Source: an optimization exercise on an open RTL-to-GDS flow (aim: small area). Production flows keep margins and buffers that such runs may drop.
In this exercise RTL edits were held to simulation tests only and were not proved equivalent to the original.
Power figures rest on the tool's default switching activity, not on a simulated workload.

Setup of rev 12:
==> module regfile, before the edit <==
module regfile(clk, readReg1, readReg2, writeReg, writeData, write, readData1, readData2);
	input wire logic clk, write;
	input wire logic [4:0] readReg1, readReg2, writeReg;
	input wire logic [31:0] writeData;
	output logic [31:0] readData1, readData2;
	function automatic logic [4:0] add31(input logic [4:0] a, input logic [4:0] b);
		logic [5:0] s;
		s = {1'b0, a} + {1'b0, b};
		add31 = s[4:0] + {4'd0, s[5]};
	endfunction
	logic [31:0] row[0:30];         
	logic [4:0] z;                  
	logic wr;                       
	logic pv;                       
	logic [4:0] pa;                 
	logic [31:0] pd;                
	logic [4:0] prow;               
	logic commit;                   
	logic [15:0] en;                
	logic [31:0] rd1, rd2;          
	logic fw1, fw2;                 
	assign wr = write && writeReg != 5'd0;
	assign prow = add31(pa, z);
	assign commit = pv && prow[0];
	always_comb
		for (int k = 0; k < 16; k++)
			en[k] = commit && prow[4:1] == k;
	always_ff @(posedge clk) begin
		z <= add31(z, 5'd30);
		pv <= wr || (pv && !prow[0]);
		if (wr) begin
			pa <= writeReg;
			pd <= ~writeData;
		end
		for (int k = 0; k < 31; k++) begin
			if (k % 2 == 0)
				row[k] <= en[k/2] ? pd : row[(k + 1) % 31];
			else
				row[k] <= row[k + 1];
		end
		rd1 <= rdport(readReg1);
		rd2 <= rdport(readReg2);
		fw1 <= wr && writeReg == readReg1;
		fw2 <= wr && writeReg == readReg2;
	end
	assign readData1 = fw1 ? ~pd : rd1;
	assign readData2 = fw2 ? ~pd : rd2;
	function automatic logic [31:0] rdport(input logic [4:0] r);
		logic [4:0] rr;
		logic hit;
		logic [31:0] acc;
		rr = add31(r, z);
		hit = pv && pa == r;
		acc = {32{hit}} & ~pd;
		for (int k = 0; k < 31; k++)
			acc = acc | ({32{r != 5'd0 && !hit && rr == (k == 0 ? 5'd31 : k)}} & ~row[k]);
		rdport = acc;
	endfunction
endmodule
==> module regfile_top, before the edit <==
module regfile_top(clk, btnc, btnl, btnu, btnd, sw, led);
	input wire logic clk, btnc, btnl, btnu, btnd;
	input wire logic [15:0] sw;
	output logic [15:0] led;
	logic [14:0] Address_register;
	logic btnc_d, btnc_one;
	logic [31:0] regReadDataA, regReadDataB, writeData_in;
	logic zero_throw;
	logic [31:0] result;
	always_ff @(posedge clk) begin
		btnc_d <= btnc;
		if (btnu)
			Address_register <= 0;
		else if (btnl)
			Address_register <= sw[14:0];
	end
	OneShot osc (.clk(clk), .rst(btnu), .in(btnc_d), .os(btnc_one));
	assign writeData_in = sw[15] ? {{17{sw[14]}}, sw[14:0]} : result;
	regfile masterReg (.clk(clk), .readReg1(Address_register[4:0]), .readReg2(Address_register[9:5]),
		.writeReg(Address_register[14:10]), .writeData(writeData_in),
		.write(btnc_one), .readData1(regReadDataA), .readData2(regReadDataB));
	alu ALU1 (.op1(regReadDataA), .op2(regReadDataB), .alu_op(sw[3:0]),
		.zero(zero_throw), .result(result));
	assign led = btnd ? regReadDataA[31:16] : regReadDataA[15:0];
endmodule
clock: 5.0 ns
lec_check: 0
cap_margin: 20
core_margin: 2
core_utilization: 40
cts_cluster_diameter: 80
cts_cluster_size: 24
slew_margin: 20
run.sh (not shown) runs the stock make flow with config.mk's settings and CLKGATE_MAP_FILE= SYNTH_SCRIPT=/design/flow/synth_recipe.tcl, a recipe that flattens the netlist after the stock synthesis.
### rev 12 -> rev 13
--- a/flow/design.v
+++ b/flow/design.v
@@ -54,14 +54,17 @@
 		endcase
 		zero = (result == 32'd0);
 	end
 endmodule
 `timescale 1 ns / 1 ps
-module regfile(clk, readReg1, readReg2, writeReg, writeData, write, readData1, readData2);
+module regfile(clk, readReg1, readReg2, writeReg, writeData, write, readData1, readData2,
+	loadReg, newReg1, newReg2);
 	input wire logic clk, write;
 	input wire logic [4:0] readReg1, readReg2, writeReg;
 	input wire logic [31:0] writeData;
+	input wire logic loadReg;               
+	input wire logic [4:0] newReg1, newReg2;
 	output logic [31:0] readData1, readData2;
 	function automatic logic [4:0] add31(input logic [4:0] a, input logic [4:0] b);
 		logic [5:0] s;
 		s = {1'b0, a} + {1'b0, b};
 		add31 = s[4:0] + {4'd0, s[5]};
@@ -74,10 +77,11 @@
 	logic [31:0] pd;                
 	logic [4:0] prow;               
 	logic commit;                   
 	logic [15:0] en;                
 	logic [31:0] rd1, rd2;          
+	logic [4:0] rrow1, rrow2;       
 	logic fw1, fw2;                 
 	assign wr = write && writeReg != 5'd0;
 	assign prow = add31(pa, z);
 	assign commit = pv && prow[0];
 	always_comb
@@ -94,22 +98,22 @@
 			if (k % 2 == 0)
 				row[k] <= en[k/2] ? pd : row[(k + 1) % 31];
 			else
 				row[k] <= row[k + 1];
 		end
-		rd1 <= rdport(readReg1);
-		rd2 <= rdport(readReg2);
+		rd1 <= rdport(readReg1, rrow1);
+		rd2 <= rdport(readReg2, rrow2);
+		rrow1 <= loadReg ? add31(newReg1, add31(z, 5'd30)) : add31(rrow1, 5'd30);
+		rrow2 <= loadReg ? add31(newReg2, add31(z, 5'd30)) : add31(rrow2, 5'd30);
 		fw1 <= wr && writeReg == readReg1;
 		fw2 <= wr && writeReg == readReg2;
 	end
 	assign readData1 = fw1 ? ~pd : rd1;
 	assign readData2 = fw2 ? ~pd : rd2;
-	function automatic logic [31:0] rdport(input logic [4:0] r);
-		logic [4:0] rr;
+	function automatic logic [31:0] rdport(input logic [4:0] r, input logic [4:0] rr);
 		logic hit;
 		logic [31:0] acc;
-		rr = add31(r, z);
 		hit = pv && pa == r;
 		acc = {32{hit}} & ~pd;
 		for (int k = 0; k < 31; k++)
 			acc = acc | ({32{r != 5'd0 && !hit && rr == (k == 0 ? 5'd31 : k)}} & ~row[k]);
 		rdport = acc;
@@ -134,10 +138,11 @@
 	end
 	OneShot osc (.clk(clk), .rst(btnu), .in(btnc_d), .os(btnc_one));
 	assign writeData_in = sw[15] ? {{17{sw[14]}}, sw[14:0]} : result;
 	regfile masterReg (.clk(clk), .readReg1(Address_register[4:0]), .readReg2(Address_register[9:5]),
 		.writeReg(Address_register[14:10]), .writeData(writeData_in),
-		.write(btnc_one), .readData1(regReadDataA), .readData2(regReadDataB));
+		.write(btnc_one), .readData1(regReadDataA), .readData2(regReadDataB),
+		.loadReg(btnl && !btnu), .newReg1(sw[4:0]), .newReg2(sw[9:5]));
 	alu ALU1 (.op1(regReadDataA), .op2(regReadDataB), .alu_op(sw[3:0]),
 		.zero(zero_throw), .result(result));
 	assign led = btnd ? regReadDataA[31:16] : regReadDataA[15:0];
 endmodule
Results
Relative to rev 12, the via count of rev 13 is lower by 5.7%. Rev 13 vs rev 12 on final routed wirelength across all metal layers: rev 13 is the lower one. Going from rev 12 to rev 13, the die area was shrunk. Delta (rev 13 minus rev 12): starting density of the core closely matched the old numbers, register area increased by 200 um^2 relative to the old numbers, power dissipated by switching net loads increased by about 66% relative to the old numbers, count of multi-input gates decreased by 265 relative to the old numbers.

* * *

The RTL this note starts from:
==> flow/design.v <==
localparam[3:0] AND_OP = 4'b0000;
localparam[3:0] OR_OP = 4'b0001;
localparam[3:0] ADD_OP = 4'b0010;
localparam[3:0] SUB_OP = 4'b0110;
localparam[3:0] LESS_OP = 4'b0111;
localparam[3:0] RIGHT_L_OP = 4'b1000;
localparam[3:0] LEFT_L_OP = 4'b1001;
localparam[3:0] RIGHT_AR_OP = 4'b1010;
localparam[3:0] XOR_OP = 4'b1101;
`timescale 1 ns / 1 ps
module OneShot(clk, rst, in, os);
	input wire logic clk;
	input wire logic rst;
	input wire logic in;
	output logic os;
	logic nz;
	always_ff @(posedge clk) begin
		nz <= !rst && in;
		os <= !rst && in && !nz;
	end
endmodule
`timescale 1 ns / 1 ps
module alu(op1, op2, alu_op, zero, result);
	input wire logic [31:0] op1, op2;
	input wire logic [3:0] alu_op;
	output logic zero;
	output logic [31:0] result;
	logic sub, left, arith;
	logic [31:0] bx, sum, ain, sh, shrev;
	logic slt;
	assign sub   = (alu_op == SUB_OP) || (alu_op == LESS_OP);
	assign left  = (alu_op == LEFT_L_OP);
	assign arith = (alu_op == RIGHT_AR_OP);
	assign bx  = op2 ^ {32{sub}};
	assign sum = op1 + bx + {31'd0, sub};
	assign slt = (op1[31] ^ op2[31]) ? op1[31] : sum[31];
	always_comb begin
		for (int i = 0; i < 32; i++) ain[i] = left ? op1[31-i] : op1[i];
	end
	assign sh = $unsigned($signed({arith & op1[31], ain}) >>> op2[4:0]);
	always_comb begin
		for (int i = 0; i < 32; i++) shrev[i] = sh[31-i];
	end
	always_comb begin
		case (alu_op)
			AND_OP:      result = op1 & op2;
			OR_OP:       result = op1 | op2;
			XOR_OP:      result = op1 ^ op2;
			LESS_OP:     result = {31'd0, slt};
			RIGHT_L_OP:  result = sh;
			RIGHT_AR_OP: result = sh;
			LEFT_L_OP:   result = shrev;
			default:     result = sum;
		endcase
		zero = (result == 32'd0);
	end
endmodule
`timescale 1 ns / 1 ps
module regfile(clk, readReg1, readReg2, writeReg, writeData, write, readData1, readData2,
	clearReg, loadReg, newReg1, newReg2);
	input wire logic clk, write;
	input wire logic [4:0] readReg1, readReg2, writeReg;
	input wire logic [31:0] writeData;
	input wire logic clearReg;              
	input wire logic loadReg;               
	input wire logic [4:0] newReg1, newReg2;
	output logic [31:0] readData1, readData2;
	function automatic logic [4:0] add31(input logic [4:0] a, input logic [4:0] b);
		logic [5:0] s;
		s = {1'b0, a} + {1'b0, b};
		add31 = s[4:0] + {4'd0, s[5]};
	endfunction
	logic [31:0] row[0:30];         
	logic [4:0] z;                  
	logic wr;                       
	logic pv;                       
	logic [4:0] pa;                 
	logic [31:0] pd;                
	logic [4:0] prow;               
	logic commit;                   
	logic [15:0] en;                
	logic [31:0] rd1, rd2;          
	logic [4:0] rrow1, rrow2;       
	logic fw1, fw2;                 
	logic [4:0] nr1, nr2;           
	logic pvn;                      
	logic [4:0] pan;                
	logic hit1, hit2;               
	logic zr1, zr2;                 
	assign wr = write && writeReg != 5'd0;
	assign prow = add31(pa, z);
	assign commit = pv && prow[0];
	always_comb
		for (int k = 0; k < 16; k++)
			en[k] = commit && prow[4:1] == k;
	assign nr1 = clearReg ? 5'd0 : loadReg ? newReg1 : readReg1;
	assign nr2 = clearReg ? 5'd0 : loadReg ? newReg2 : readReg2;
	assign pvn = wr || (pv && !prow[0]);
	assign pan = wr ? writeReg : pa;
	always_ff @(posedge clk) begin
		z <= add31(z, 5'd30);
		pv <= pvn;
		if (wr) begin
			pa <= writeReg;
			pd <= ~writeData;
		end
		hit1 <= pvn && pan == nr1;
		hit2 <= pvn && pan == nr2;
		zr1 <= nr1 == 5'd0;
		zr2 <= nr2 == 5'd0;
		for (int k = 0; k < 31; k++) begin
			if (k % 2 == 0)
				row[k] <= en[k/2] ? pd : row[(k + 1) % 31];
			else
				row[k] <= row[k + 1];
		end
		rd1 <= rdport(rrow1, zr1, hit1);
		rd2 <= rdport(rrow2, zr2, hit2);
		rrow1 <= loadReg ? add31(newReg1, add31(z, 5'd30)) : add31(rrow1, 5'd30);
		rrow2 <= loadReg ? add31(newReg2, add31(z, 5'd30)) : add31(rrow2, 5'd30);
		fw1 <= wr && writeReg == readReg1;
		fw2 <= wr && writeReg == readReg2;
	end
	assign readData1 = fw1 ? ~pd : rd1;
	assign readData2 = fw2 ? ~pd : rd2;
	function automatic logic [31:0] rdport(input logic [4:0] rr, input logic zr, input logic hit);
		logic [31:0] acc;
		acc = {32{hit}} & ~pd;
		for (int k = 0; k < 31; k++)
			acc = acc | ({32{!zr && !hit && rr == (k == 0 ? 5'd31 : k)}} & ~row[k]);
		rdport = acc;
	endfunction
endmodule
`timescale 1 ns / 1 ps
module regfile_top(clk, btnc, btnl, btnu, btnd, sw, led);
	input wire logic clk, btnc, btnl, btnu, btnd;
	input wire logic [15:0] sw;
	output logic [15:0] led;
	logic [14:0] Address_register;
	logic btnc_d, btnc_one;
	logic [31:0] regReadDataA, regReadDataB, writeData_in;
	logic zero_throw;
	logic [31:0] result;
	always_ff @(posedge clk) begin
		btnc_d <= btnc;
		if (btnu)
			Address_register <= 0;
		else if (btnl)
			Address_register <= sw[14:0];
	end
	OneShot osc (.clk(clk), .rst(btnu), .in(btnc_d), .os(btnc_one));
	assign writeData_in = sw[15] ? {{17{sw[14]}}, sw[14:0]} : result;
	regfile masterReg (.clk(clk), .readReg1(Address_register[4:0]), .readReg2(Address_register[9:5]),
		.writeReg(Address_register[14:10]), .writeData(writeData_in),
		.write(btnc_one), .readData1(regReadDataA), .readData2(regReadDataB),
		.clearReg(btnu), .loadReg(btnl), .newReg1(sw[4:0]), .newReg2(sw[9:5]));
	alu ALU1 (.op1(regReadDataA), .op2(regReadDataB), .alu_op(sw[3:0]),
		.zero(zero_throw), .result(result));
	assign led = btnd ? regReadDataA[31:16] : regReadDataA[15:0];
endmodule
clock: 5.0 ns
lec_check: 0
cap_margin: 20
core_margin: 2
core_utilization: 50
cts_cluster_diameter: 80
cts_cluster_size: 24
slew_margin: 20
Next try:
--- a/flow/design.v
+++ b/flow/design.v
@@ -56,13 +56,12 @@
 	end
 endmodule
 `timescale 1 ns / 1 ps
 module regfile(clk, readReg1, readReg2, writeReg, writeData, write, readData1, readData2,
-	clearReg, loadReg, newReg1, newReg2);
+	loadReg, newReg1, newReg2);
 	input wire logic clk, write;
 	input wire logic [4:0] readReg1, readReg2, writeReg;
 	input wire logic [31:0] writeData;
-	input wire logic clearReg;              
 	input wire logic loadReg;               
 	input wire logic [4:0] newReg1, newReg2;
 	output logic [31:0] readData1, readData2;
 	function automatic logic [4:0] add31(input logic [4:0] a, input logic [4:0] b);
@@ -81,54 +80,43 @@
 	logic [15:0] en;                
 	logic [31:0] rd1, rd2;          
 	logic [4:0] rrow1, rrow2;       
 	logic fw1, fw2;                 
-	logic [4:0] nr1, nr2;           
-	logic pvn;                      
-	logic [4:0] pan;                
-	logic hit1, hit2;               
-	logic zr1, zr2;                 
 	assign wr = write && writeReg != 5'd0;
 	assign prow = add31(pa, z);
 	assign commit = pv && prow[0];
 	always_comb
 		for (int k = 0; k < 16; k++)
 			en[k] = commit && prow[4:1] == k;
-	assign nr1 = clearReg ? 5'd0 : loadReg ? newReg1 : readReg1;
-	assign nr2 = clearReg ? 5'd0 : loadReg ? newReg2 : readReg2;
-	assign pvn = wr || (pv && !prow[0]);
-	assign pan = wr ? writeReg : pa;
 	always_ff @(posedge clk) begin
 		z <= add31(z, 5'd30);
-		pv <= pvn;
+		pv <= wr || (pv && !prow[0]);
 		if (wr) begin
 			pa <= writeReg;
 			pd <= ~writeData;
 		end
-		hit1 <= pvn && pan == nr1;
-		hit2 <= pvn && pan == nr2;
-		zr1 <= nr1 == 5'd0;
-		zr2 <= nr2 == 5'd0;
 		for (int k = 0; k < 31; k++) begin
 			if (k % 2 == 0)
 				row[k] <= en[k/2] ? pd : row[(k + 1) % 31];
 			else
 				row[k] <= row[k + 1];
 		end
-		rd1 <= rdport(rrow1, zr1, hit1);
-		rd2 <= rdport(rrow2, zr2, hit2);
+		rd1 <= rdport(readReg1, rrow1);
+		rd2 <= rdport(readReg2, rrow2);
 		rrow1 <= loadReg ? add31(newReg1, add31(z, 5'd30)) : add31(rrow1, 5'd30);
 		rrow2 <= loadReg ? add31(newReg2, add31(z, 5'd30)) : add31(rrow2, 5'd30);
 		fw1 <= wr && writeReg == readReg1;
 		fw2 <= wr && writeReg == readReg2;
 	end
 	assign readData1 = fw1 ? ~pd : rd1;
 	assign readData2 = fw2 ? ~pd : rd2;
-	function automatic logic [31:0] rdport(input logic [4:0] rr, input logic zr, input logic hit);
+	function automatic logic [31:0] rdport(input logic [4:0] r, input logic [4:0] rr);
+		logic hit;
 		logic [31:0] acc;
+		hit = pv && pa == r;
 		acc = {32{hit}} & ~pd;
 		for (int k = 0; k < 31; k++)
-			acc = acc | ({32{!zr && !hit && rr == (k == 0 ? 5'd31 : k)}} & ~row[k]);
+			acc = acc | ({32{r != 5'd0 && !hit && rr == (k == 0 ? 5'd31 : k)}} & ~row[k]);
 		rdport = acc;
 	endfunction
 endmodule
 `timescale 1 ns / 1 ps
@@ -152,9 +140,9 @@
 	assign writeData_in = sw[15] ? {{17{sw[14]}}, sw[14:0]} : result;
 	regfile masterReg (.clk(clk), .readReg1(Address_register[4:0]), .readReg2(Address_register[9:5]),
 		.writeReg(Address_register[14:10]), .writeData(writeData_in),
 		.write(btnc_one), .readData1(regReadDataA), .readData2(regReadDataB),
-		.clearReg(btnu), .loadReg(btnl), .newReg1(sw[4:0]), .newReg2(sw[9:5]));
+		.loadReg(btnl && !btnu), .newReg1(sw[4:0]), .newReg2(sw[9:5]));
 	alu ALU1 (.op1(regReadDataA), .op2(regReadDataB), .alu_op(sw[3:0]),
 		.zero(zero_throw), .result(result));
 	assign led = btnd ? regReadDataA[31:16] : regReadDataA[15:0];
 endmodule
After rerunning:
- worst setup slack improves by 5.8 ps
- utilization rises by 0.77 points
- cell area barely changes
- flip-flop and latch count is lower by 4
- fmax hardly moves
- worst hold slack stays flat
- register-to-register slack is about the same
- die area decreases slightly
- routed wire length falls by a few percent
- sequential share of layout area stays flat
- combinational power increases by about a fifth
- global-route usage went down by 1.4 points
- first-iteration DRC count is lower by a few percent

re-timing with driven ports:
How much do the figures lean on ideal ports? The routed layouts below were timed once more, with nothing changed but the port constraints. Step 1 (the two cells are an assumption about what drives the block):
set clk [get_ports {clk}]
set_driving_cell -lib_cell sky130_fd_sc_hd__clkbuf_16 $clk
set_driving_cell -lib_cell sky130_fd_sc_hd__buf_2 [delete_from_list [all_inputs] $clk]
Step 2 times the ports against the registers' clock, not the clock port: input delays grow and output delays shrink by t, the midpoint of the rising clock arrivals with the driver on. Three values: ideal ports, drivers, drivers and shift; two values: the first two.
run	shift t [ns]	slack for setup (ns)	worst setup path at the end	clock arrival spread, ns	worst register clock-pin slew, ns
rev 12	0.808	0.165 / 0.165 / -0.108	input to register	0.055 / 0.054	0.11 / 0.11
rev 13	0.802	0.362 / 0.290 / 0.066	input to register	0.056 / 0.056	0.11 / 0.11
the first run of note 2	0.803	0.422 / 0.354 / 0.053	input to register	0.045 / 0.045	0.11 / 0.11
the second run of note 2	0.796	0.428 / 0.428 / -0.055	input to register	0.029 / 0.029	0.10 / 0.10
With both steps, setup timing fails in rev 12 and the second run of note 2, where it was met with ideal ports. For the second run of note 2, which loses most, drivers alone change the setup slack by 0.000 ns; drivers and shift together by -0.483 ns.
